Source: an optimization exercise on an open RTL-to-GDS flow (aim: small area and a short achievable clock period). Production flows keep margins and buffers that such runs may drop. No run shown here included a check of the RTL's function; only the layout flow was run. Power and IR drop assume default switching activity.

## flow/design.v (module list and top-level ports; edited modules follow where they fit)
// module fp_mul_tree: 489 lines
// module fp_booth_row: 9 lines
// module fp_booth_rown: 9 lines
// module fp_bppn: 3 lines
// module fp_bpp: 3 lines
// module fp_fa: 4 lines
// module fp_fa1: 4 lines
// module fp_ha: 4 lines
// module fp_add16: 155 lines
// module fp_add22: 223 lines
// module fp_cy10: 75 lines
// module fp_gt23: 104 lines
// module fp_gt8: 36 lines
// module fp_aoi: 3 lines
// module fp_oai: 3 lines
// module fp_nand: 3 lines
// module fp_nor: 3 lines
// module fp_xnor: 3 lines
// module fpu: 160 lines
// module fp_sel: 3 lines
module fpu #(
    parameter WIDTH = 24
)(
    input   logic clk,
    input   wire logic [WIDTH - 1:0] a,
    input   wire logic [WIDTH - 1:0] b,
    input   wire logic [3:0]         opcode,
    output  logic [WIDTH - 1:0] result
);
  // ...
==> flow/run.sh <==
#!/bin/bash
# synth_recipe.tcl (not shown) runs the flow's synth.tcl, then flattens the netlist and writes it again
# the make line also repeats each setting of config.mk as NAME=value (left out here)
make -C /OpenROAD-flow-scripts/flow DESIGN_CONFIG=/design/flow/config.mk WORK_HOME=/design/flow/orfs CLKGATE_MAP_FILE= SYNTH_SCRIPT=/design/flow/synth_recipe.tcl finish
==> flow/config.mk <==
export PLATFORM = sky130hd
export DESIGN_NAME = fpu
export DESIGN_NICKNAME = fpu
export VERILOG_FILES = /design/flow/design.v
export SDC_FILE = /design/flow/constraint.sdc
export NUM_CORES = 4
export LEC_CHECK = 0
export CAP_MARGIN = 20
export CORE_MARGIN = 2
export CORE_UTILIZATION = 40
export SETUP_SLACK_MARGIN = 5
export SLEW_MARGIN = 20
export SYNTH_HIERARCHICAL = 1
export SYNTH_MINIMUM_KEEP_SIZE = 0
==> flow/constraint.sdc <==
create_clock -name core_clock -period 8.5 [get_ports {clk}]
set_input_delay 1.7000 -clock core_clock [delete_from_list [all_inputs] [get_ports {clk}]]
set_output_delay 1.7000 -clock core_clock [all_outputs]
set_load 0.01 [all_outputs]
==> reports/qor.yml, run 1 <==
grtUsageMet1_pct: 34.9
die_h_um: 219
cts_resized: 84
met3_usage_pct: 5.46
hold_ws_ns: 0.539
drt-met1-wl_um: 27100
cp_top_family: "compound AO/OA/AOI/OAI gates"
drt-initial-drc-count: 1701
buf_share_pct: 11.8
syn_inst: 2147
comb-power_w: 0.00401
start_kind: "flip-flop"
status: "timing/DRC/antenna clean"
power_density_nw_per_um2: 254
min_to: "d2[54]$_DFF_P_"
ant_nets: 0
dr.pass1.iters: 5
dp_hpwl_um: 43400
largest_class: "multi-input gates"
startpoint: "a1[16]$_DFF_P_"
busiest_layer: "met2"
rsz0062_at_grt: "true"
finalSetupViolations: 0
setup_tns_ns: 0
hp-start: "ha1$_DFF_P_"
crit_end: "d2[16]$_DFF_P_"
fin_crit_ns: 3.58
layout_setup_ws_ns: 4.92
finalMaxSlewViolations: 0
routed_via_density: 6.02
seqCellArea_um2: 2990
final.setup_skew_ns: 0.0225
postCtsSetupRepairBufs: 93
==> module fpu, before the edit <==
module fpu #(
    parameter WIDTH = 24
)(
    input   logic clk,
    input   wire logic [WIDTH - 1:0] a,
    input   wire logic [WIDTH - 1:0] b,
    input   wire logic [3:0]         opcode,
    output  logic [WIDTH - 1:0] result
);
    wire       abig;
    fp_gt23 u_abig (.x(a[22:0]), .y(b[22:0]), .gt(abig));
    wire       egt;
    fp_gt8 u_egt (.x(a[22:15]), .y(b[22:15]), .gt(egt));
    wire [3:0] dab   = a[18:15] - b[18:15];
    wire [3:0] dba   = b[18:15] - a[18:15];
    logic [23:0] a1, b1;
    logic [3:0]  op1;
    logic        abig1, abig1m;    
    logic        eff1;              
    logic [3:0]  sh1;      
    logic        ha1, hb1;  
    always_ff @(posedge clk) begin
        a1    <= a;
        b1    <= b;
        op1   <= opcode;
        abig1 <= abig;
        abig1m <= abig;
        eff1  <= a[23] ^ b[23] ^ opcode[2];
        sh1   <= egt ? dab : dba;    
        ha1   <= a[22:15] != 8'd0;
        hb1   <= b[22:15] != 8'd0;
    end
    wire is_as   = (op1 == 4'b0000) || (op1 == 4'b0100);
    wire is_max  = (op1 == 4'b0001);
    wire is_min  = (op1 == 4'b0010);
    wire is_fl   = (op1 == 4'b1000);
    wire is_ce   = (op1 == 4'b1001);
    wire is_mul  = (op1 == 4'b0011);
    wire is_abs  = (op1 == 4'b0101);
    wire is_neg  = (op1 == 4'b0110);
    wire        sa = a1[23];
    wire [7:0]  ea = a1[22:15];
    wire [14:0] fa = a1[14:0];
    wire        sb = b1[23];
    wire [7:0]  eb = b1[22:15];
    wire [14:0] fb = b1[14:0];
    wire [15:0] ma     = {ha1, fa};
    wire [15:0] mb     = {hb1, fb};
    wire        sbx    = sb ^ op1[2];
    wire        effsub = eff1;
    wire [15:0] max_   = ma ^ {16{effsub}};
    wire [15:0] mbx    = mb ^ {16{effsub}};
    wire [15:0] maxm   = abig1 ? ma : mb;
    wire [15:0] minx   = abig1 ? mbx : max_;
    wire [7:0]  maxe   = abig1m ? ea : eb;
    wire [31:0] shx    = {{16{effsub}}, minx} >> sh1;
    wire        ssign  = abig1m ? sa : sbx;
    wire [16:0] sum;
    fp_add16 u_add (.x(maxm), .y(shx[15:0]), .ci(effsub), .s(sum[15:0]), .co(sum[16]));
    wire        a_gt = (sa == sb) ? (abig1m ^ sa) : sb;
    wire [23:0] mm   = (a_gt ^ is_min) ? a1 : b1;
    wire [22:0] th;
    genvar k;
    generate for (k = 0; k < 23; k = k + 1) begin : g_th
        assign th[k] = ea >= 8'(128 + k);
    end endgenerate
    wire [14:0] fmask;     
    wire [14:0] cm;        
    wire [14:0] hm;        
    generate for (k = 0; k < 15; k = k + 1) begin : g_masks
        assign fmask[k] = th[14 - k];
        assign cm[k]    = th[8 + k];
        assign hm[k]    = th[22 - k];
    end endgenerate
    wire [14:0] rf   = fa & fmask;
    wire        fhf  = |(fa & ~fmask);
    wire        frz  = ~|rf;
    wire        lt1  = ~th[0] & (ea != 8'd127);
    wire        fup  = sa & fhf;
    wire [7:0]  fl_ei = ea[7] ? {ea[7:4], ea[3:0] + 4'd1} : 8'd128;
    wire [23:0] fl_r = {sa, lt1 ? 8'd0 : (fup & frz) ? fl_ei : ea,
                        rf[14:1], rf[0] | (fup & ~frz)};
    wire        chf  = ~th[22] & |(fa & cm);
    wire [14:0] cx   = fa | ~hm;
    wire [15:0] cpa;                       
    assign cpa[0] = 1'b1;
    generate for (k = 0; k < 15; k = k + 1) begin : g_cpa
        assign cpa[k + 1] = cpa[k] & cx[k];
    end endgenerate
    wire [23:0] ce_r = ~chf ? a1 :
                       sa   ? {1'b1, ea, fa & ~cm} :
                              {1'b0, ea[7:5], ea[4:0] + {4'd0, cpa[15]}, fa ^ (hm & cpa[14:0])};
    wire [23:0] pass_r =
        (is_max | is_min) ? mm :
        is_fl  ? fl_r :
        is_ce  ? ce_r :
        is_abs ? {1'b0, a1[22:0]} :
        is_neg ? {~sa, a1[22:0]} :
        (sa ? 24'hbf8000 : 24'h3f8000);
    wire [31:0] r0, r1;
    fp_mul_tree u_tree (.fa(fa), .fb(fb), .r0(r0), .r1(r1));
    wire        lo_co;     
    fp_cy10 u_lo (.x(r0[9:0]), .y(r1[9:0]), .co(lo_co));
    wire [8:0]  sum9  = {1'b0, ea} + {1'b0, eb};
    wire [8:0]  e9    = sum9 - 9'd127;
    wire        mzero = ~ha1 || ~hb1 || (sum9 < 9'd128);
    wire        movf  = sum9 >= 9'd382;
    wire        meq   = sum9 == 9'd381;
    wire        msign = sa ^ sb;
    wire        is_pass = ~is_mul & ~is_as;
    wire [56:0] d2_mul  = {meq, movf, mzero, msign, e9[7:0], lo_co, r1[31:10], r0[31:10]};
    wire [56:0] d2_as   = {31'd0, ssign, maxe, sum};
    wire [56:0] d2_pass = {33'd0, pass_r & {24{is_pass}}};
    wire [56:0] d2_in;
    generate for (k = 0; k < 24; k = k + 1) begin : g_d2
        fp_sel u_sel (.sa(is_as), .a(d2_as[k]), .sb(is_mul), .b(d2_mul[k]), .c(d2_pass[k]), .y(d2_in[k]));
    end endgenerate
    assign d2_in[25:24] = is_mul ? d2_mul[25:24] : d2_as[25:24];
    assign d2_in[56:26] = d2_mul[56:26];
    logic        k_mul, k_as, k_sub;
    logic [56:0] d2;
    always_ff @(posedge clk) begin
        k_mul <= is_mul;
        k_as  <= is_as;
        k_sub <= effsub;
        d2    <= d2_in;
    end
    wire [16:0] m  = d2[16:0];
    wire [7:0]  me = d2[24:17];
    wire        ms = d2[25];
    logic [3:0] lz;
    always_comb begin
        lz = 4'd15;
        for (int i = 0; i < 16; i++)
            if (m[i]) lz = 4'(15 - i);
    end
    wire [15:0] nsh   = m[15:0] << lz;
    wire [23:0] add_r = m[16] ? {ms, me + 8'd1, m[15:1]} : {ms, me, m[14:0]};
    wire [23:0] sub_r = (m[15:0] == 16'd0) ? {ms, 23'd0} : {ms, me - {4'd0, lz}, nsh[14:0]};
    wire [21:0] ps;                        
    wire        ps_co;
    fp_add22 u_cpa (.x(d2[21:0]), .y(d2[43:22]), .ci(d2[44]),
                    .s(ps), .co(ps_co));
    wire [16:0] p     = ps[21:5];          
    wire [7:0]  pe0   = d2[52:45];
    wire [7:0]  pe1   = d2[52:45] + 8'd1;
    wire [7:0]  pe    = p[16] ? pe1 : pe0;
    wire [14:0] pm    = p[16] ? p[15:1] : p[14:0];
    wire        povf  = d2[55] | (d2[56] & p[16]);
    wire [23:0] mul_r = d2[54] ? 24'd0 : povf ? 24'h7f8000 : {d2[53], pe, pm};
    wire [23:0] as_r = k_sub ? sub_r : add_r;
    wire [23:0] pass3 = d2[23:0] & {24{~k_mul & ~k_as}};
    wire [23:0] res_in;
    generate for (k = 0; k < 24; k = k + 1) begin : g_res
        fp_sel u_sel (.sa(k_as), .a(as_r[k]), .sb(k_mul), .b(mul_r[k]), .c(pass3[k]), .y(res_in[k]));
    end endgenerate
    always_ff @(posedge clk) begin
        result <= res_in;
    end
endmodule
==> module fp_sel, before the edit <==
module fp_sel (input wire sa, input wire a, input wire sb, input wire b, input wire c, output wire y);
    assign y = (sa & a) | (sb & b) | c;
endmodule
==> run 2: changes to the inputs <==
--- a/flow/design.v
+++ b/flow/design.v
@@ -1245,6 +1245,6 @@
     wire [56:0] d2_as   = {31'd0, ssign, maxe, sum};
-    wire [56:0] d2_pass = {33'd0, pass_r & {24{is_pass}}};
+    wire [23:0] d2_passn = ~(pass_r & {24{is_pass}});
     wire [56:0] d2_in;
     generate for (k = 0; k < 24; k = k + 1) begin : g_d2
-        fp_sel u_sel (.sa(is_as), .a(d2_as[k]), .sb(is_mul), .b(d2_mul[k]), .c(d2_pass[k]), .y(d2_in[k]));
+        fp_sel u_sel (.sa(is_as), .a(d2_as[k]), .sb(is_mul), .b(d2_mul[k]), .cn(d2_passn[k]), .y(d2_in[k]));
     end endgenerate
@@ -1284,6 +1284,6 @@
     wire [23:0] as_r = k_sub ? sub_r : add_r;
-    wire [23:0] pass3 = d2[23:0] & {24{~k_mul & ~k_as}};
+    wire [23:0] pass3n = ~(d2[23:0] & {24{~k_mul & ~k_as}});
     wire [23:0] res_in;
     generate for (k = 0; k < 24; k = k + 1) begin : g_res
-        fp_sel u_sel (.sa(k_as), .a(as_r[k]), .sb(k_mul), .b(mul_r[k]), .c(pass3[k]), .y(res_in[k]));
+        fp_sel u_sel (.sa(k_as), .a(as_r[k]), .sb(k_mul), .b(mul_r[k]), .cn(pass3n[k]), .y(res_in[k]));
     end endgenerate
@@ -1293,4 +1293,9 @@
 endmodule
-module fp_sel (input wire sa, input wire a, input wire sb, input wire b, input wire c, output wire y);
-    assign y = (sa & a) | (sb & b) | c;
+module fp_sel (input wire sa, input wire a, input wire sb, input wire b, input wire cn, output wire y);
+    wire t;
+    fp_a22oi u_t (.a1(sa), .a2(a), .b1(sb), .b2(b), .y(t));
+    fp_nand  u_y (.a(t), .b(cn), .y(y));
+endmodule
+module fp_a22oi (input wire a1, input wire a2, input wire b1, input wire b2, output wire y);
+    assign y = ~((a1 & a2) | (b1 & b2));
 endmodule
==> run 2 against run 1 <==
Net effect: sequential cell count is the same; sequential share of layout area rose by 0.14 points; combinational power down 2%; critical endpoint unchanged; largest cell class unchanged.
==> reports/qor.yml, run 2 <==
hp-start: "b1[23]$_DFF_P_"  # was ha1$_DFF_P_
cts_tree: "done"  # unchanged
fin_util_pct: 48.7  # was 50.6%
grt_pass1_vias: 17000  # was 16800
vias: 17400  # about the same
numPortBuffers: 76  # unchanged
io_pins: 77  # unchanged
layout.cells.most_common: "nand2_1"  # was inv_1
antenna_found_initial: 0  # was 1
drt-initial-drc-count: 1829  # was 1701
hold_buffers: 0  # unchanged
r2r-start: "a1[16]$_DFF_P_"  # unchanged
final.setup_skew_ns: 0.0115  # was 0.0225 ns
grtUsageTotal_pct: 26.2  # was 26.6%
startpoint: "a1[16]$_DFF_P_"  # unchanged
worst-slew-pin-transition_ns: 1.10  # was 0.923 ns
gp_congestion: 0.952  # was 0.950
rsz0062_at_grt: "true"  # unchanged
power.leakage_nw: 8.87  # was 8.94 nW
fin_crit_sh_pct: 41.4  # was 42.2%
grt_pass1_wl_um: 100000  # was 97900 um
core_area_um2: 46800  # was 45500 um2
yosysWarnings: 7  # unchanged
hold_depth: 1  # unchanged
relSlewSlack_pct: 26.0  # was 37.9%
root_buffer: "clkbuf_16"  # unchanged
status: "timing/DRC/antenna clean"  # unchanged
clockBufferDepth: 2  # unchanged
max_stage_delay_ns: 0.49  # was 0.42 ns
cts_sinks: 144  # unchanged
crit_chain: "inv_6 > ha_4 > nand2b_4 > a2111o_1 > a221oi_4 > nand3_4 > or3_4 > a31oi_2 > ha_2 > ha_1 > o32a_1 > o211ai_1 > nand2_1"  # was clkinvlp_4 > ha_4 > nand2b_4 > a2111oi_4 > o221ai_2 > or3_4 > and4bb_1 > o21ai_1 > a21oi_1 > ha_2 > ha_4 > a211oi_4 > a2111oi_4 > a221o_1
dr.pass1.iters: 7  # was 5
finalMaxSlewViolations: 0  # unchanged
finalSetupViolations: 0  # unchanged
diodes: 0  # unchanged
grt_overflow: 0  # unchanged
clkTransAtPathRegs_ns: 0.07  # about the same
initial_core_util_pct: 40.7  # was 40.6%
wl_per_cell_um: 22.6  # about the same
insertion_delay_ns: 0.47  # was 0.48 ns
ant_nets: 0  # unchanged
power_density_nw_per_um2: 256  # was 254 nW/um2
dieArea_um2: 49300  # was 47900 um2
cts_buffers: 17  # unchanged
ff2ff_path_depth: 13  # was 14
grt_max_degree: 44  # was 38
wl_um: 66100  # was 65300 um
drc: 0  # unchanged
min_to: "d2[53]$_DFF_P_"  # was d2[54]$_DFF_P_
nets: 2552  # was 2529
largest_reg_flops: 57  # unchanged
drive_gt1_share_pct: 28.2  # was 29.3%
ir_drop_mv: 0.173  # was 0.159 mV
regMostFlops: "d2"  # unchanged
fin_crit_ns: 3.52  # was 3.58 ns
drv_cap: 0  # unchanged
worst-endpoint-required_ns: 8.85  # about the same
syn_area_per_cell_um2: 8.59  # was 8.60 um2
final_cell_mix: "nand2_1 (221), xnor2_1 (181), inv_1 (179)"  # was inv_1 (168), xnor2_1 (165), nand2_1 (160)
hold_class: "flip-flop to flip-flop"  # unchanged
std_cell_rows: 79  # was 78
crit_path_top_delay_cell: "a2111o_1"  # was a2111oi_4
synth_area_um2: 19000  # was 18500 um2
hold_violations: 0  # unchanged
dp_hpwl_um: 44800  # was 43400 um
timing.fmax_mhz: 284  # was 279 MHz
end_kind: "flip-flop"  # unchanged
power_w: 0.00582  # was 0.00585 W
die_w_um: 222  # was 219 um
rrSetupSlack_ns: 4.98  # was 4.92 ns
setup_tns_ns: 0  # unchanged
r2r_end: "d2[16]$_DFF_P_"  # unchanged
hold_ws_ns: 0.535  # was 0.539 ns
start_kind: "flip-flop"  # unchanged
routed_via_density: 5.95  # was 6.02
worstPathMaxFanout: 8  # was 4
critPathKind: "flip-flop to flip-flop"  # unchanged
area.growth.synth_to_final_pct: 19.7  # was 24.6%
syn_inst: 2214  # was 2147
die_h_um: 222  # was 219 um
htree_num_levels: 4  # unchanged
arrival_ns: 3.87  # was 3.93 ns
run 2: cell type report:
cell class / instances / area (um2)
sequential: 144 / 2990
timing repair buffer: 226 / 2340
tap: 607 / 759
inverter: 187 / 719
fill: 4459 / 24000
clock buffer: 17 / 425
clock inverter: 15 / 189
multi-input combinational: 1730 / 15300
run 2: how the worst max path moves through the flow:
stage                           to  slack [ns]  cells after the start
detailed placement  d2[11]$_DFF_P_        4.32                     14
finish              d2[16]$_DFF_P_        4.98                     13
global route        d2[11]$_DFF_P_        4.84                     19
global placement    d2[14]$_DFF_P_        4.42                     15
CTS                 d2[14]$_DFF_P_        5.00                     14
floorplan           d2[25]$_DFF_P_        4.90                     11
run 2: repair_timing:
action                                  4_1_cts  5_1_grt
resized for setup                            64       98
pin swaps                                    19       22
endpoints found under the setup margin       58       44
cloned                                        0        1
setup buffers                                74       47
run 2: through the flow:
stage	instances	worst slack [ns]	instance area (um2)
6_report	2926	4.98	22800
5_1_grt	2926	4.84	22800
4_1_cts	2878	5.00	22000
3_3_place_gp	2772	4.42	20300
2_1_floorplan	2217	4.90	19500
3_5_place_dp	2772	4.32	20300
run 2: layer usage:
layer / vias to the layer above / GRT usage, % / wire, um
met2: 763 / 42.2 / 30700
li1: 7920 / - / -
met4: 0 / 9.00 / 1740
met1: 8619 / 35.7 / 29100
met5: - / 0 / 0
met3: 119 / 3.78 / 4540
run 2: critical path, delay by kind of cell, from the launching register on:
| family | cells | cell delay (ns) |
|---|---|---|
| buf+inv | 1 | 0.05 |
| flops | 1 | 0.40 |
| simple gates | 4 | 0.76 |
| fa+ha+maj | 3 | 0.58 |
| compound gates | 5 | 1.60 |
run 2: power breakdown:
part	switching, W	internal [W]
Clock	0.000348	0.000446
Sequential	0.000257	0.000840
Combinational	0.00220	0.00174
Total	0.00280	0.00302
==> run 3: changes to the inputs <==
--- a/flow/design.v
+++ b/flow/design.v
@@ -1220,7 +1220,8 @@
     generate for (k = 0; k < 15; k = k + 1) begin : g_cpa
-        assign cpa[k + 1] = cpa[k] & cx[k];
+        assign cpa[k + 1] = &cx[k:0];
     end endgenerate
+    wire [7:0]  ce_ei = {ea[7:5], ea[4:0] + 5'd1};
     wire [23:0] ce_r = ~chf ? a1 :
                        sa   ? {1'b1, ea, fa & ~cm} :
-                              {1'b0, ea[7:5], ea[4:0] + {4'd0, cpa[15]}, fa ^ (hm & cpa[14:0])};
+                              {1'b0, cpa[15] ? ce_ei : ea, fa ^ (hm & cpa[14:0])};
     wire [23:0] pass_r =
==> run 3 against run 2 <==
Net effect: worst hold slack improved by 0.0082 ns; non-clock buffer count fell by 7; synthesized area fell by 1.6%; clock power rose by 2%; die area fell by 1.6%; combinational power rose by 3%; global-route usage rose by 0.94 points; sequential power barely moved; largest cell class unchanged; largest power group unchanged.
==> reports/qor.yml, run 3 <==
dr.pass1.iters: 6  # was 7
final.setup_skew_ns: 0.0205  # was 0.0115 ns
relSlewSlack_pct: 37.3  # was 26.0%
start_kind: "flip-flop"  # unchanged
dp_hpwl_um: 43800  # was 44800 um
gp_congestion: 0.958  # was 0.952
met3_usage_pct: 3.82  # was 3.78%
antenna_found_initial: 0  # unchanged
clkTransAtPathRegs_ns: 0.09  # was 0.07 ns
dp.cells: 2752  # was 2772
cts_tree: "done"  # unchanged
rsz0062_at_grt: "true"  # unchanged
grt_pass1_wl_um: 100000  # about the same
hold_class: "flip-flop to flip-flop"  # unchanged
grtUsageTotal_pct: 27.1  # was 26.2%
area.growth.synth_to_final_pct: 20.3  # was 19.7%
cts_buffers: 17  # unchanged
seqCellArea_um2: 3000  # was 2990 um2
syn_area_per_cell_um2: 8.54  # was 8.59 um2
core_area_um2: 46400  # was 46800 um2
drt-initial-drc-count: 1803  # was 1829
hold_buffers: 0  # unchanged
largest_reg_flops: 57  # unchanged
pre_cts_slack_ns: 4.38  # was 4.32 ns
dieArea_um2: 48500  # was 49300 um2
cts_sinks: 144  # unchanged
drive_gt1_share_pct: 27.1  # was 28.2%
globalRouteMet2Util_pct: 43.4  # was 42.2%
status: "timing/DRC/antenna clean"  # unchanged
power.leakage_nw: 8.72  # was 8.87 nW
numPortBuffers: 76  # unchanged
regMostFlops: "d2"  # unchanged
grt_pass1_vias: 17000  # about the same
initial_core_util_pct: 40.4  # was 40.7%
end_kind: "flip-flop"  # unchanged
die_h_um: 220  # was 222 um
rrSetupSlack_ns: 5.00  # was 4.98 ns
busiest_layer: "met2"  # unchanged
std_cell_rows: 79  # unchanged
routed_via_density: 5.99  # was 5.95
ir_drop_mv: 0.149  # was 0.173 mV
fin_cells: 2900  # was 2926
min_to: "d2[54]$_DFF_P_"  # was d2[53]$_DFF_P_
layout.cells.most_common: "nand2_1"  # unchanged
drv_cap: 0  # unchanged
drc: 0  # unchanged
root_buffer: "clkbuf_16"  # unchanged
setup_tns_ns: 0  # unchanged
finalMaxSlewViolations: 0  # unchanged
wl_per_cell_um: 22.9  # was 22.6 um
arrival_ns: 3.80  # was 3.87 ns
htree_num_levels: 4  # unchanged
grtUsageMet1_pct: 36.9  # was 35.7%
critPathKind: "flip-flop to flip-flop"  # unchanged
wl_um: 66400  # was 66100 um
vias: 17400  # about the same
grt_overflow: 0  # unchanged
ant_nets: 0  # unchanged
die_w_um: 220  # was 222 um
worst-slew-pin-transition_ns: 0.937  # was 1.10 ns
multi_input_area_um2: 15100  # was 15300 um2
hold_violations: 0  # unchanged
layout_setup_ws_ns: 5.00  # was 4.98 ns
r2r_end: "d2[6]$_DFF_P_"  # was d2[16]$_DFF_P_
insertion_delay_ns: 0.48  # was 0.47 ns
r2r-start: "b1[8]$_DFF_P_"  # was a1[16]$_DFF_P_
worstPathMaxFanout: 8  # unchanged
hold_depth: 1  # unchanged
syn_inst: 2192  # was 2214
fin_crit_ns: 3.50  # was 3.52 ns
fin_crit_sh_pct: 41.2  # was 41.4%
worst-endpoint-required_ns: 8.80  # was 8.85 ns
power_density_nw_per_um2: 264  # was 256 nW/um2
ff2ff_path_depth: 11  # was 13
io_pins: 77  # unchanged
synth_area_um2: 18700  # was 19000 um2
grt_max_degree: 41  # was 44
final_cell_mix: "nand2_1 (228), inv_1 (180), xnor2_1 (179)"  # was nand2_1 (221), xnor2_1 (181), inv_1 (179)
fillers: 4388  # was 4459
yosysWarnings: 7  # unchanged
hp-start: "ha1$_DFF_P_"  # was b1[23]$_DFF_P_
finalSetupViolations: 0  # unchanged
timing.fmax_mhz: 285  # was 284 MHz
nets: 2524  # was 2552
clockBufferDepth: 2  # unchanged
-- run 3: worst max path at each step --
stage | start | to | cells after the start
6_report | b1[8]$_DFF_P_ | d2[6]$_DFF_P_ | 11
3_3_place_gp | a1[16]$_DFF_P_ | d2[6]$_DFF_P_ | 12
3_5_place_dp | b1[11]$_DFF_P_ | d2[9]$_DFF_P_ | 10
5_1_grt | a1[16]$_DFF_P_ | d2[6]$_DFF_P_ | 12
4_1_cts | b1[14]$_DFF_P_ | d2[9]$_DFF_P_ | 9
2_1_floorplan | b1[5]$_DFF_P_ | d2[25]$_DFF_P_ | 11
-- run 3: worst max-delay path, cell delays in order, from the launching register on --
cell and delay (ns):
dfxtp_4 0.42, nand2b_4 0.17, o21ai_4 0.23, buf_12 0.17, a22oi_2 0.07, xnor2_1 0.26, fa_2 0.50, fa_2 0.38
fa_1 0.47, fa_2 0.38, a22oi_2 0.14, nand2_1 0.15
-- run 3: layout make-up --
class	instances	area share [%]
antenna	1	0.0111
clock buffer	17	1.89
clock inverter	15	0.840
inverter	185	3.12
multi-input combinational	1712	67.3
sequential	144	13.3
tap	607	3.38
timing repair buffer	219	10.2
-- run 3: timing repair --
action | in CTS | in global routing
pin swaps | 25 | 20
gates resized for setup | 72 | 84
cloned | 1 | 1
buffers inserted | 89 | 24
setup endpoints to repair | 60 | 40
-- run 3: power by group --
part           switching (W)  internal, W
clock network       0.000384     0.000425
logic                0.00227      0.00176
registers           0.000263     0.000839
-- run 3: per-layer routing --
metal	up-vias	wire length (um)	part of all wire (%)
li1	7831	-	-
met1	8531	28900	44
met2	830	30200	46
met3	173	4820	7.3
met4	0	2460	3.7
met5	-	0	0
-- run 3: metrics by stage --
| step | utilization, % | area (um2) | power [W] | hold WS, ns |
|---|---|---|---|---|
| 2_1_floorplan | - | 19200 | 0.00413 | 0.374 |
| 3_3_place_gp | 43.2 | 20000 | 0.00472 | 0.484 |
| 3_5_place_dp | 43.2 | 20000 | 0.00477 | 0.475 |
| 4_1_cts | 47.2 | 21900 | 0.00571 | 0.543 |
| 5_1_grt | 48.5 | 22500 | 0.00632 | 0.553 |
| 6_report | 48.5 | 22500 | 0.00594 | 0.543 |
==> run 4: changes to the inputs <==
--- a/flow/design.v
+++ b/flow/design.v
@@ -1165,2 +1165,3 @@
     end
+    genvar k;
     wire is_as   = (op1 == 4'b0000) || (op1 == 4'b0100);
@@ -1194,40 +1195,6 @@
     wire [23:0] mm   = (a_gt ^ is_min) ? a1 : b1;
-    wire [22:0] th;
-    genvar k;
-    generate for (k = 0; k < 23; k = k + 1) begin : g_th
-        assign th[k] = ea >= 8'(128 + k);
-    end endgenerate
-    wire [14:0] fmask;     
-    wire [14:0] cm;        
-    wire [14:0] hm;        
-    generate for (k = 0; k < 15; k = k + 1) begin : g_masks
-        assign fmask[k] = th[14 - k];
-        assign cm[k]    = th[8 + k];
-        assign hm[k]    = th[22 - k];
-    end endgenerate
-    wire [14:0] rf   = fa & fmask;
-    wire        fhf  = |(fa & ~fmask);
-    wire        frz  = ~|rf;
-    wire        lt1  = ~th[0] & (ea != 8'd127);
-    wire        fup  = sa & fhf;
-    wire [7:0]  fl_ei = ea[7] ? {ea[7:4], ea[3:0] + 4'd1} : 8'd128;
-    wire [23:0] fl_r = {sa, lt1 ? 8'd0 : (fup & frz) ? fl_ei : ea,
-                        rf[14:1], rf[0] | (fup & ~frz)};
-    wire        chf  = ~th[22] & |(fa & cm);
-    wire [14:0] cx   = fa | ~hm;
-    wire [15:0] cpa;                       
-    assign cpa[0] = 1'b1;
-    generate for (k = 0; k < 15; k = k + 1) begin : g_cpa
-        assign cpa[k + 1] = &cx[k:0];
-    end endgenerate
-    wire [7:0]  ce_ei = {ea[7:5], ea[4:0] + 5'd1};
-    wire [23:0] ce_r = ~chf ? a1 :
-                       sa   ? {1'b1, ea, fa & ~cm} :
-                              {1'b0, cpa[15] ? ce_ei : ea, fa ^ (hm & cpa[14:0])};
     wire [23:0] pass_r =
         (is_max | is_min) ? mm :
-        is_fl  ? fl_r :
-        is_ce  ? ce_r :
-        is_abs ? {1'b0, a1[22:0]} :
-        is_neg ? {~sa, a1[22:0]} :
+        (is_abs | is_neg) ? {is_neg & ~sa, a1[22:0]} :
+        (is_fl | is_ce) ? a1 :
         (sa ? 24'hbf8000 : 24'h3f8000);
@@ -1253,3 +1220,3 @@
     assign d2_in[56:26] = d2_mul[56:26];
-    logic        k_mul, k_as, k_sub;
+    logic        k_mul, k_as, k_sub, k_fl, k_ce;
     logic [56:0] d2;
@@ -1259,2 +1226,4 @@
         k_sub <= effsub;
+        k_fl  <= is_fl;
+        k_ce  <= is_ce;
         d2    <= d2_in;
@@ -1272,3 +1241,6 @@
     wire [23:0] add_r = m[16] ? {ms, me + 8'd1, m[15:1]} : {ms, me, m[14:0]};
-    wire [23:0] sub_r = (m[15:0] == 16'd0) ? {ms, 23'd0} : {ms, me - {4'd0, lz}, nsh[14:0]};
+    wire [4:0]  se_lo = {1'b0, me[3:0]} - {1'b0, lz};
+    wire [3:0]  me_hi1 = me[7:4] - 4'd1;
+    wire [7:0]  se    = {se_lo[4] ? me_hi1 : me[7:4], se_lo[3:0]};
+    wire [23:0] sub_r = (m[15:0] == 16'd0) ? {ms, 23'd0} : {ms, se, nsh[14:0]};
     wire [21:0] ps;                        
@@ -1285,3 +1257,38 @@
     wire [23:0] as_r = k_sub ? sub_r : add_r;
-    wire [23:0] pass3n = ~(d2[23:0] & {24{~k_mul & ~k_as}});
+    wire        xs = d2[23];
+    wire [7:0]  xe = d2[22:15];
+    wire [14:0] xf = d2[14:0];
+    wire [22:0] th;
+    generate for (k = 0; k < 23; k = k + 1) begin : g_th3
+        assign th[k] = xe >= 8'(128 + k);
+    end endgenerate
+    wire [14:0] fmask;     
+    wire [14:0] cm;        
+    wire [14:0] hm;        
+    generate for (k = 0; k < 15; k = k + 1) begin : g_masks3
+        assign fmask[k] = th[14 - k];
+        assign cm[k]    = th[8 + k];
+        assign hm[k]    = th[22 - k];
+    end endgenerate
+    wire [14:0] rf   = xf & fmask;
+    wire        fhf  = |(xf & ~fmask);
+    wire        frz  = ~|rf;
+    wire        lt1  = ~th[0] & (xe != 8'd127);
+    wire        fup  = xs & fhf;
+    wire [7:0]  fl_ei = xe[7] ? {xe[7:4], xe[3:0] + 4'd1} : 8'd128;
+    wire [23:0] fl_r = {xs, lt1 ? 8'd0 : (fup & frz) ? fl_ei : xe,
+                        rf[14:1], rf[0] | (fup & ~frz)};
+    wire        chf  = ~th[22] & |(xf & cm);
+    wire [14:0] cx   = xf | ~hm;
+    wire [15:0] cpa;                       
+    assign cpa[0] = 1'b1;
+    generate for (k = 0; k < 15; k = k + 1) begin : g_cpa3
+        assign cpa[k + 1] = &cx[k:0];
+    end endgenerate
+    wire [7:0]  ce_ei = {xe[7:5], xe[4:0] + 5'd1};
+    wire [23:0] ce_r = ~chf ? d2[23:0] :
+                       xs   ? {1'b1, xe, xf & ~cm} :
+                              {1'b0, cpa[15] ? ce_ei : xe, xf ^ (hm & cpa[14:0])};
+    wire [23:0] pass3  = k_fl ? fl_r : k_ce ? ce_r : d2[23:0];
+    wire [23:0] pass3n = ~(pass3 & {24{~k_mul & ~k_as}});
     wire [23:0] res_in;
==> run 4 against run 3 <==
Net effect: still clean on timing, DRC and antenna; synthesized area shrank 0.18%; critical path depth grew 3; worst hold slack lost 0.026 ns; utilization grew 0.35 points; clock-buffer cell count grew 7; clock power shrank 5.8%; sequential share of layout area shrank 0.058 points; power grew 3.6%.
==> reports/qor.yml, run 4 <==
status: "timing/DRC/antenna clean"  # unchanged
io_pins: 77  # unchanged
hold_violations: 0  # unchanged
r2r_end: "d2[12]$_DFF_P_"  # was d2[6]$_DFF_P_
setup_tns_ns: 0  # unchanged
syn_inst: 2172  # was 2192
arrival_ns: 3.79  # was 3.80 ns
root_buffer: "clkbuf_16"  # unchanged
drc: 0  # unchanged
worst-endpoint-required_ns: 8.84  # was 8.80 ns
clkTransAtPathRegs_ns: 0.07  # was 0.09 ns
hold_depth: 1  # unchanged
wl_per_cell_um: 22.2  # was 22.9 um
die_w_um: 220  # about the same
start_kind: "flip-flop"  # unchanged
relSlewSlack_pct: 30.5  # was 37.3%
diodes: 0  # was 1
ir_drop_mv: 0.133  # was 0.149 mV
critPathKind: "flip-flop to flip-flop"  # unchanged
nets: 2541  # was 2524
grt_max_degree: 35  # was 41
grt_overflow: 0  # unchanged
worst-slew-pin-transition_ns: 1.04  # was 0.937 ns
hold_class: "flip-flop to flip-flop"  # unchanged
clockBufferDepth: 2  # unchanged
rsz0062_at_grt: "true"  # unchanged
regMostFlops: "d2"  # unchanged
dp_hpwl_um: 44600  # was 43800 um
timing.fmax_mhz: 290  # was 285 MHz
worstPathMaxFanout: 21  # was 8
wl_um: 64600  # was 66400 um
largest_reg_flops: 57  # unchanged
drive_gt1_share_pct: 28.3  # was 27.1%
syn_area_per_cell_um2: 8.60  # was 8.54 um2
layout.cells.most_common: "nand2_1"  # unchanged
drv_cap: 0  # unchanged
rrSetupSlack_ns: 5.05  # was 5.00 ns
r2r-start: "a1[8]$_DFF_P_"  # was b1[8]$_DFF_P_
power_density_nw_per_um2: 272  # was 264 nW/um2
hold_buffers: 0  # unchanged
finalMaxSlewViolations: 0  # unchanged
ff2ff_path_depth: 14  # was 11
numPortBuffers: 76  # unchanged
insertion_delay_ns: 0.45  # was 0.48 ns
fin_area_um2: 22700  # was 22500 um2
fin_crit_ns: 3.45  # was 3.50 ns
min_to: "d2[54]$_DFF_P_"  # unchanged
grt_pass1_wl_um: 97700  # was 100000 um
std_cell_rows: 79  # unchanged
core_area_um2: 46400  # unchanged
fin_crit_sh_pct: 40.6  # was 41.2%
dr.pass1.iters: 6  # unchanged
cts_tree: "done"  # unchanged
initial_core_util_pct: 40.3  # was 40.4%
grt_pass1_vias: 16700  # was 17000
hp-start: "ha1$_DFF_P_"  # unchanged
fin_util_pct: 48.9  # was 48.5%
final_cell_mix: "nand2_1 (210), inv_1 (183), xnor2_1 (181)"  # was nand2_1 (228), inv_1 (180), xnor2_1 (179)
routed_via_density: 5.89  # was 5.99
grtUsageTotal_pct: 26.3  # was 27.1%
cts_sinks: 146  # was 144
vias: 17100  # was 17400
dieArea_um2: 48400  # was 48500 um2
synth_area_um2: 18700  # about the same
fillers: 4256  # was 4388
end_kind: "flip-flop"  # unchanged
power.leakage_nw: 8.91  # was 8.72 nW
final.setup_skew_ns: 0.0140  # was 0.0205 ns
ant_nets: 0  # unchanged
area.growth.synth_to_final_pct: 21.3  # was 20.3%
gp_congestion: 0.950  # was 0.958
htree_num_levels: 4  # unchanged
die_h_um: 220  # about the same
cts_buffers: 17  # unchanged
placed_cell_area_um2: 20100  # was 20000 um2
drt-initial-drc-count: 1738  # was 1803
yosysWarnings: 7  # unchanged
finalSetupViolations: 0  # unchanged
antenna_found_initial: 0  # unchanged
[run 4: layout make-up]
class                           count  area, um2  share of cell area (%)
Timing Repair Buffer              239       2400                    10.6
Clock inverter                      8       88.8                   0.392
Sequential cell                   146       3000                    13.3
Inverter                          190        724                    3.20
Tap cell                          607        759                    3.35
Clock buffer                       24        503                    2.22
Multi-Input combinational cell   1692      15200                    67.0
[run 4: per-layer routing]
layer  vias up  routed length, um  GRT usage (%)
li1       7798                  -              -
met1      8388              26400           33.1
met2       773              31200           44.7
met3       171               4050           3.60
met4         0               2900           11.6
met5         -                  0              0
[run 4: worst max-delay path by stage]
stage                   start                  to  slack, ns  cells after the start
2_1_floorplan   b1[5]$_DFF_P_      d2[25]$_DFF_P_       4.84                     10
3_3_place_gp    d2[2]$_DFF_P_  result[12]$_DFF_P_       4.24                     12
3_5_place_dp   abig1m$_DFF_P_       d2[8]$_DFF_P_       4.17                     15
4_1_cts        abig1m$_DFF_P_       d2[8]$_DFF_P_       5.01                     14
5_1_grt        abig1m$_DFF_P_      d2[13]$_DFF_P_       4.89                     15
6_report        a1[8]$_DFF_P_      d2[12]$_DFF_P_       5.05                     14
[run 4: stage by stage]
step | hold WS (ns) | instances | power [W] | setup slack (ns)
after floorplan | 0.374 | 2175 | 0.00430 | 4.84
after global routing | 0.543 | 2906 | 0.00654 | 4.89
final | 0.517 | 2906 | 0.00615 | 5.05
after global placement | 0.484 | 2745 | 0.00492 | 4.24
after detailed placement | 0.474 | 2745 | 0.00497 | 4.17
after CTS | 0.508 | 2873 | 0.00590 | 5.01
[run 4: timing repair]
item	CTS	global route
gates resized for setup	64	100
endpoints found under the hold margin	0	0
gates cloned	0	1
setup buffers	96	32
pin swaps	19	18
endpoints found under the setup margin	62	40
[run 4: where the power goes]
group | internal, W | switching (W) | total (W)
clock network | 0.000448 | 0.000314 | 0.000762
registers | 0.000854 | 0.000223 | 0.00108
logic | 0.00185 | 0.00247 | 0.00432
[run 4: critical path, stage by stage, from the launching register on]
cell	delay, ns
dfxtp_1	0.30
buf_4	0.24
mux4_2	0.52
xnor2_1	0.25
mux2i_1	0.15
mux4_2	0.57
xnor2_4	0.20
nor2_4	0.13
nand2_1	0.09
o21ai_4	0.24
buf_4	0.18
a21oi_2	0.05
xor2_1	0.17
a22oi_2	0.17
nand2_1	0.07
==> run 5: changes to the inputs <==
==> flow/flow/run.sh (new file) <==
#!/bin/bash
# The standard layout, except that the input and output ports are
# buffered with sky130_fd_sc_hd__buf_2 cells (buffer_ports -buffer_cell)
# instead of the default delay-cell buffers. ORFS's own logs are kept
# under orfs/logs; make's output goes to standard.log.
set -euo pipefail
export BUFFER_PORTS_ARGS="-buffer_cell sky130_fd_sc_hd__buf_2"
bash standard.sh > standard.log 2>&1
==> flow/standard.sh (new file) <==
#!/bin/bash
# synth_recipe.tcl (not shown) runs the flow's synth.tcl, then flattens the netlist and writes it again
# the make line also repeats each setting of config.mk as NAME=value (left out here)
make -C /OpenROAD-flow-scripts/flow DESIGN_CONFIG=/design/flow/config.mk WORK_HOME=/design/flow/orfs CLKGATE_MAP_FILE= SYNTH_SCRIPT=/design/flow/synth_recipe.tcl "${@:-finish}"
removed: flow/run.sh
==> run 5 against run 4 <==
Net effect: worst hold slack got worse by 0.0097 ns; die area unchanged; maximum frequency fell by 2.2%; synthesized cell count stayed put.
==> reports/qor.yml, run 5 <==
grt_overflow: 0  # unchanged
cts_sinks: 146  # unchanged
routed_via_density: 5.91  # was 5.89
gp_congestion: 0.945  # was 0.950
io_pins: 77  # unchanged
htree_num_levels: 4  # unchanged
hold_depth: 1  # unchanged
final.setup_skew_ns: 0.0269  # was 0.0140 ns
grt_pass1_wl_um: 97900  # was 97700 um
cp_top_family: "multiplexers"  # unchanged
multi_input_area_um2: 15300  # was 15200 um2
wl_per_cell_um: 22.3  # was 22.2 um
worst-slew-pin-transition_ns: 0.718  # was 1.04 ns
layout.cells.most_common: "nand2_1"  # unchanged
start_kind: "flip-flop"  # unchanged
r2r_end: "d2[15]$_DFF_P_"  # was d2[12]$_DFF_P_
yosysWarnings: 7  # unchanged
swShare_pct: 48.4  # was 48.9%
clockBufferDepth: 2  # unchanged
grt_pass1_vias: 17200  # was 16700
numPortBuffers: 76  # unchanged
finalSetupViolations: 0  # unchanged
power_density_nw_per_um2: 276  # was 272 nW/um2
power.leakage_nw: 8.90  # was 8.91 nW
fillers: 4360  # was 4256
worst-endpoint-required_ns: 8.81  # was 8.84 ns
final_cell_mix: "nand2_1 (206), inv_1 (185), xnor2_1 (183)"  # was nand2_1 (210), inv_1 (183), xnor2_1 (181)
power_w: 0.00619  # was 0.00615 W
die_h_um: 220  # unchanged
seq_power_share_pct: 16.8  # was 17.5%
max_stage_delay_ns: 0.55  # was 0.57 ns
hold_buffers: 0  # unchanged
vias: 17100  # about the same
ir_drop_mv: 0.138  # was 0.133 mV
largest_reg_flops: 57  # unchanged
status: "timing/DRC/antenna clean"  # unchanged
rrSetupSlack_ns: 4.97  # was 5.05 ns
ff2ff_path_depth: 15  # was 14
worstPathMaxFanout: 7  # was 21
antenna_found_initial: 1  # was 0
ant_nets: 0  # unchanged
cts_tree: "done"  # unchanged
initial_core_util_pct: 40.3  # unchanged
fin_crit_sh_pct: 41.5  # was 40.6%
pwr-share-comb_pct: 69.9  # was 70.1%
die_w_um: 220  # unchanged
dp_hpwl_um: 44800  # was 44600 um
dieArea_um2: 48400  # unchanged
hold_class: "flip-flop to flip-flop"  # unchanged
hold_violations: 0  # unchanged
p_switching_w: 0.00299  # was 0.00301 W
clkPwrFrac_pct: 13.3  # was 12.4%
drt-initial-drc-count: 1469  # was 1738
relSlewSlack_pct: 52.0  # was 30.5%
dr.pass1.iters: 8  # was 6
fin_crit_ns: 3.53  # was 3.45 ns
seqCellArea_um2: 3000  # about the same
synth_area_um2: 18700  # unchanged
drv_cap: 0  # unchanged
drive_gt1_share_pct: 31.4  # was 28.3%
std_cell_rows: 79  # unchanged
insertion_delay_ns: 0.46  # was 0.45 ns
wl_um: 64400  # was 64600 um
arrival_ns: 3.84  # was 3.79 ns
crit_path_top_delay_cell: "mux4_2"  # unchanged
r2r-start: "abig1m$_DFF_P_"  # was a1[8]$_DFF_P_
end_kind: "flip-flop"  # unchanged
min_to: "d2[54]$_DFF_P_"  # unchanged
drc: 0  # unchanged
critPathBufInv: 3  # was 2
area.growth.synth_to_final_pct: 19.9  # was 21.3%
syn_area_per_cell_um2: 8.60  # unchanged
finalMaxSlewViolations: 0  # unchanged
cts_buffers: 17  # unchanged
p_int_w: 0.00319  # was 0.00315 W
hp-start: "ha1$_DFF_P_"  # unchanged
critPathKind: "flip-flop to flip-flop"  # unchanged
root_buffer: "clkbuf_16"  # unchanged
timing.fmax_mhz: 284  # was 290 MHz
crit_chain: "buf_12 > buf_4 > mux4_2 > xnor2_4 > mux4_2 > mux2i_4 > xnor2_2 > o21ai_2 > a21oi_4 > o21ai_4 > buf_12 > a21oi_4 > xor2_1 > a22oi_2 > nand2_2"  # was buf_4 > mux4_2 > xnor2_1 > mux2i_1 > mux4_2 > xnor2_4 > nor2_4 > nand2_1 > o21ai_4 > buf_4 > a21oi_2 > xor2_1 > a22oi_2 > nand2_1
regMostFlops: "d2"  # unchanged
rsz0062_at_grt: "true"  # unchanged
setup_tns_ns: 0  # unchanged
core_area_um2: 46400  # unchanged
grtUsageTotal_pct: 26.4  # was 26.3%
nets: 2528  # was 2541
syn_inst: 2172  # unchanged
clkTransAtPathRegs_ns: 0.06  # was 0.07 ns
grt_max_degree: 35  # unchanged
## run 5: cell types whose count changed in the layout (fill, tap and decap cells not counted), moves of 5 or more
cell / before / now
buf_4: 123 / 109
clkdlybuf4s50_1: 69 / 0
buf_2: 0 / 76
buf_12: 18 / 24
dfxtp_2: 14 / 9
o21ai_2: 5 / 11
## run 5: repair_timing
item / 4_1_cts / 5_1_grt
setup endpoints to repair: 60 / 40
cloned: 2 / 1
pin swaps: 22 / 37
buffers inserted: 78 / 27
hold endpoints to repair: 0 / 0
resized for setup: 63 / 109
## run 5: per-stage QoR
| step | setup WS, ns | utilization, % | hold slack (ns) | instances | area (um2) |
|---|---|---|---|---|---|
| CTS | 5.00 | 46.7 | 0.506 | 2865 | 21700 |
| detailed placement | 4.21 | 42.7 | 0.483 | 2753 | 19800 |
| global placement | 4.24 | 42.7 | 0.486 | 2753 | 19800 |
| finish | 4.97 | 48.3 | 0.507 | 2894 | 22400 |
| floorplan | 4.84 | - | 0.374 | 2175 | 19100 |
| global route | 4.80 | 48.3 | 0.527 | 2893 | 22400 |
## run 5: worst max path at each step
stage               depth (start not counted)      startpoint                  to  slack (ns)
global placement                           12   d2[6]$_DFF_P_  result[11]$_DFF_P_        4.24
global route                               17  abig1m$_DFF_P_      d2[15]$_DFF_P_        4.80
finish                                     15  abig1m$_DFF_P_      d2[15]$_DFF_P_        4.97
floorplan                                  10   b1[5]$_DFF_P_      d2[25]$_DFF_P_        4.84
detailed placement                         15  d2[18]$_DFF_P_  result[19]$_DFF_P_        4.21
CTS                                        17  abig1m$_DFF_P_      d2[13]$_DFF_P_        5.00
## run 5: power by group through the flow
stage / logic (W) / clock network [W] / registers (W)
6_report: 0.00432 / 0.000825 / 0.00104
5_1_grt: 0.00467 / 0.000871 / 0.00105
4_1_cts: 0.00404 / 0.000843 / 0.00103
3_5_place_dp: 0.00383 / 0 / 0.00106
3_3_place_gp: 0.00379 / 0 / 0.00106
2_1_floorplan: 0.00329 / 0 / 0.00102
## run 5: metal layers
metal  GRT usage, %  vias to the layer above  wire [um]
met1           32.3                     8325      25700
li1               -                     7777          -
met2           44.2                      792      31100
met4           14.3                        2       3250
met5              0                        -         13
met3           4.40                      198       4330
## run 5: cell type report
cell class                 count  area share [%]
inverter                     190            3.20
multi-input combinational   1692            68.1
tap                          607            3.39
timing repair buffer         226            9.00
sequential                   146            13.4
clock buffer                  22            2.12
antenna                        1          0.0112
clock inverter                10           0.760
==> run 6: changes to the inputs <==
--- a/flow/design.v
+++ b/flow/design.v
@@ -1148,18 +1148,23 @@
     wire [3:0] dba   = b[18:15] - a[18:15];
+    wire       as_in = (opcode == 4'b0000) || (opcode == 4'b0100);
+    wire       swp   = as_in & ~abig;
+    wire       ha    = a[22:15] != 8'd0;
+    wire       hb    = b[22:15] != 8'd0;
     logic [23:0] a1, b1;
     logic [3:0]  op1;
-    logic        abig1, abig1m;    
-    logic        eff1;              
-    logic [3:0]  sh1;      
+    logic        abig1;
+    logic        eff1;      
+    logic        ssign1;    
+    logic [3:0]  sh1;       
     logic        ha1, hb1;  
     always_ff @(posedge clk) begin
-        a1    <= a;
-        b1    <= b;
-        op1   <= opcode;
-        abig1 <= abig;
-        abig1m <= abig;
-        eff1  <= a[23] ^ b[23] ^ opcode[2];
-        sh1   <= egt ? dab : dba;    
-        ha1   <= a[22:15] != 8'd0;
-        hb1   <= b[22:15] != 8'd0;
+        a1     <= swp ? b : a;
+        b1     <= swp ? a : b;
+        op1    <= opcode;
+        abig1  <= abig;
+        eff1   <= a[23] ^ b[23] ^ opcode[2];
+        ssign1 <= abig ? a[23] : b[23] ^ opcode[2];
+        sh1    <= egt ? dab : dba;    
+        ha1    <= swp ? hb : ha;
+        hb1    <= swp ? ha : hb;
     end
@@ -1182,14 +1187,11 @@
     wire [15:0] mb     = {hb1, fb};
-    wire        sbx    = sb ^ op1[2];
     wire        effsub = eff1;
-    wire [15:0] max_   = ma ^ {16{effsub}};
-    wire [15:0] mbx    = mb ^ {16{effsub}};
-    wire [15:0] maxm   = abig1 ? ma : mb;
-    wire [15:0] minx   = abig1 ? mbx : max_;
-    wire [7:0]  maxe   = abig1m ? ea : eb;
+    wire [15:0] maxm   = ma;
+    wire [15:0] minx   = mb ^ {16{effsub}};
+    wire [7:0]  maxe   = ea;
     wire [31:0] shx    = {{16{effsub}}, minx} >> sh1;
-    wire        ssign  = abig1m ? sa : sbx;
+    wire        ssign  = ssign1;
     wire [16:0] sum;
     fp_add16 u_add (.x(maxm), .y(shx[15:0]), .ci(effsub), .s(sum[15:0]), .co(sum[16]));
-    wire        a_gt = (sa == sb) ? (abig1m ^ sa) : sb;
+    wire        a_gt = (sa == sb) ? (abig1 ^ sa) : sb;
     wire [23:0] mm   = (a_gt ^ is_min) ? a1 : b1;
==> run 6 against run 5 <==
Net effect: sequential share of layout area rose by 0.26 points; clock power fell by 6.2%; sequential cell count rose by 1; sequential power rose by 8%; non-clock buffer count fell by 4; critical endpoint is now d2[25]$_DFF_P_; largest cell class unchanged.
==> reports/qor.yml, run 6 <==
root_buffer: "clkbuf_16"  # unchanged
highest_layer: "met4"  # was met5
cts_buffers: 17  # unchanged
drv_cap: 0  # unchanged
io_pins: 77  # unchanged
dieArea_um2: 48300  # was 48400 um2
power.leakage_nw: 8.67  # was 8.90 nW
hold_buffers: 0  # unchanged
end_kind: "flip-flop"  # unchanged
power_density_nw_per_um2: 295  # was 276 nW/um2
gp_congestion: 0.963  # was 0.945
synth_area_um2: 18600  # was 18700 um2
syn_inst: 2147  # was 2172
relSlewSlack_pct: 45.4  # was 52.0%
cts_tree: "done"  # unchanged
start_kind: "flip-flop"  # unchanged
dp.cells: 2724  # was 2753
finalMaxSlewViolations: 0  # unchanged
final.setup_skew_ns: 0.0156  # was 0.0269 ns
area.growth.synth_to_final_pct: 19.2  # was 19.9%
dp_hpwl_um: 43300  # was 44800 um
drt-initial-drc-count: 1666  # was 1469
hold_depth: 1  # unchanged
wl_um: 62500  # was 64400 um
hold_ws_ns: 0.541  # was 0.507 ns
seq_power_share_pct: 17.0  # was 16.8%
swShare_pct: 49.3  # was 48.4%
drive_gt1_share_pct: 32.6  # was 31.4%
nets: 2505  # was 2528
fin_util_pct: 48.0  # was 48.3%
antenna_found_initial: 1  # unchanged
dr.pass1.iters: 6  # was 8
grt_pass1_wl_um: 93700  # was 97900 um
final_cell_mix: "nand2_1 (209), xnor2_1 (189), inv_1 (165)"  # was nand2_1 (206), inv_1 (185), xnor2_1 (183)
p_switching_w: 0.00323  # was 0.00299 W
hold_class: "flip-flop to flip-flop"  # unchanged
std_cell_rows: 79  # unchanged
clkTransAtPathRegs_ns: 0.07  # was 0.06 ns
largest_reg_flops: 57  # unchanged
drt-met1-wl_um: 25600  # was 25700 um
grtUsageTotal_pct: 25.2  # was 26.4%
grt_pass1_vias: 16500  # was 17200
core_area_um2: 46300  # was 46400 um2
htree_num_levels: 4  # unchanged
clkPwrFrac_pct: 11.8  # was 13.3%
critPathKind: "flip-flop to flip-flop"  # unchanged
clockBufferDepth: 2  # unchanged
placed_cell_area_um2: 19900  # was 19800 um2
worstPathMaxFanout: 7  # unchanged
die_h_um: 220  # about the same
hold_violations: 0  # unchanged
ant_nets: 0  # unchanged
timing.fmax_mhz: 290  # was 284 MHz
die_w_um: 220  # about the same
syn_area_per_cell_um2: 8.68  # was 8.60 um2
initial_core_util_pct: 40.3  # about the same
p_int_w: 0.00332  # was 0.00319 W
diodes: 0  # was 1
setup_tns_ns: 0  # unchanged
fin_cells: 2870  # was 2894
wl_per_cell_um: 21.8  # was 22.3 um
status: "timing/DRC/antenna clean"  # unchanged
grt_overflow: 0  # unchanged
worst-slew-pin-transition_ns: 0.818  # was 0.718 ns
worst-endpoint-required_ns: 8.83  # was 8.81 ns
ir_drop_mv: 0.151  # was 0.138 mV
fin_area_um2: 22200  # was 22400 um2
vias: 16700  # was 17100
cts_sinks: 147  # was 146
wl_met3_um: 3410  # was 4330 um
routed_via_density: 5.83  # was 5.91
yosysWarnings: 7  # unchanged
ff2ff_path_depth: 9  # was 15
grt_max_degree: 57  # was 35
pwr-share-comb_pct: 71.1  # was 69.9%
routed-wl-met2_um: 30900  # was 31100 um
layout.cells.most_common: "nand2_1"  # unchanged
fin_crit_ns: 3.45  # was 3.53 ns
fin_crit_sh_pct: 40.6  # was 41.5%
rsz0062_at_grt: "true"  # unchanged
insertion_delay_ns: 0.45  # was 0.46 ns
drc: 0  # unchanged
regMostFlops: "d2"  # unchanged
numPortBuffers: 76  # unchanged
arrival_ns: 3.78  # was 3.84 ns
finalSetupViolations: 0  # unchanged
run 6: metrics by stage:
step / power [W] / setup WS [ns]
detailed placement: 0.00543 / 4.08
CTS: 0.00636 / 4.98
global route: 0.00699 / 4.97
global placement: 0.00537 / 4.18
finish: 0.00655 / 5.05
floorplan: 0.00487 / 4.83
run 6: timing repair:
item                                    4_1_cts  5_1_grt
buffers inserted                             72       34
endpoints found under the setup margin      102       79
gates cloned                                  0        8
gates resized for setup                      54      101
pin swaps                                    15       22
run 6: worst max-delay path, stage by stage, from the launching register on:
cell and delay (ns):
dfxtp_4 0.46, inv_2 0.10, nor2_4 0.26, a22oi_2 0.09
xnor2_1 0.18, fa_1 0.49, fa_1 0.55, fa_1 0.43
fa_1 0.46, mux2_2 0.30
run 6: layout make-up:
| cell class | count | area [um2] |
|---|---|---|
| clock buffers | 18 | 439 |
| clock inverters | 14 | 161 |
| fillers | 4449 | 24000 |
| inverters | 191 | 741 |
| multi-input cells | 1671 | 15100 |
| flip-flops and latches | 147 | 3030 |
| well taps | 607 | 759 |
| repair buffers | 222 | 1950 |
run 6: path summary, 6_finish.rpt:
kind	to	slack, ns	from
worst max register to register	d2[25]$_DFF_P_	5.05	b1[1]$_DFF_P_
worst min-delay path	d2[54]$_DFF_P_	0.54	hb1$_DFF_P_
worst min register to register	d2[54]$_DFF_P_	0.54	hb1$_DFF_P_
worst max-delay path	d2[25]$_DFF_P_	5.05	b1[1]$_DFF_P_
run 6: power groups by stage:
stage / clock (W) / combinational [W] / sequential, W
after floorplan: 0 / 0.00380 / 0.00107
after global placement: 0 / 0.00424 / 0.00114
after detailed placement: 0 / 0.00429 / 0.00114
after CTS: 0.000793 / 0.00446 / 0.00111
after global routing: 0.000820 / 0.00504 / 0.00114
final: 0.000774 / 0.00466 / 0.00112
run 6: metal layers:
metal / vias to the layer above / track usage (%)
met3: 165 / 3.60
met5: - / 0
met4: 0 / 10.9
met2: 688 / 43.6
li1: 7706 / -
met1: 8177 / 31.1

==> port drivers added, routing unchanged <==
No port has a modelled driver above. Below, the same layouts with a new extraction and two added sets of constraints. Step 1 assumes that a clkbuf_16 drives the clock port and a buf_2 every other input. Step 2 times the ports against the registers' clock, not the clock port: input delays grow and output delays shrink by t, the midpoint of the rising clock arrivals with the driver on. a / b / c = ideal ports / drivers / drivers and shift; a / b = the first two.
| run | t (ns) | setup slack, ns | hold slack, ns | worst setup path after step 2 | clock arrival spread, ns |
|---|---|---|---|---|---|
| run 1 | 0.522 | 4.916 / 4.916 / 4.688 | 0.539 / 0.539 / 0.539 | input to register | 0.023 / 0.023 |
| run 2 | 0.524 | 4.983 / 4.983 / 4.634 | 0.535 / 0.535 / 0.535 | input to register | 0.011 / 0.011 |
| run 3 | 0.532 | 4.997 / 4.997 / 4.700 | 0.543 / 0.543 / 0.543 | input to register | 0.021 / 0.021 |
| run 4 | 0.500 | 5.049 / 5.049 / 4.700 | 0.517 / 0.517 / 0.517 | input to register | 0.014 / 0.014 |
| run 5 | 0.502 | 4.973 / 4.973 / 4.850 | 0.507 / 0.507 / 0.507 | input to register | 0.027 / 0.027 |
| run 6 | 0.499 | 5.053 / 5.053 / 4.601 | 0.541 / 0.541 / 0.541 | input to register | 0.016 / 0.016 |
After both steps setup and hold are still met in every run listed. The setup slack of run 6, which loses most, moves by 0.000 ns with the drivers and by -0.452 ns with both steps.
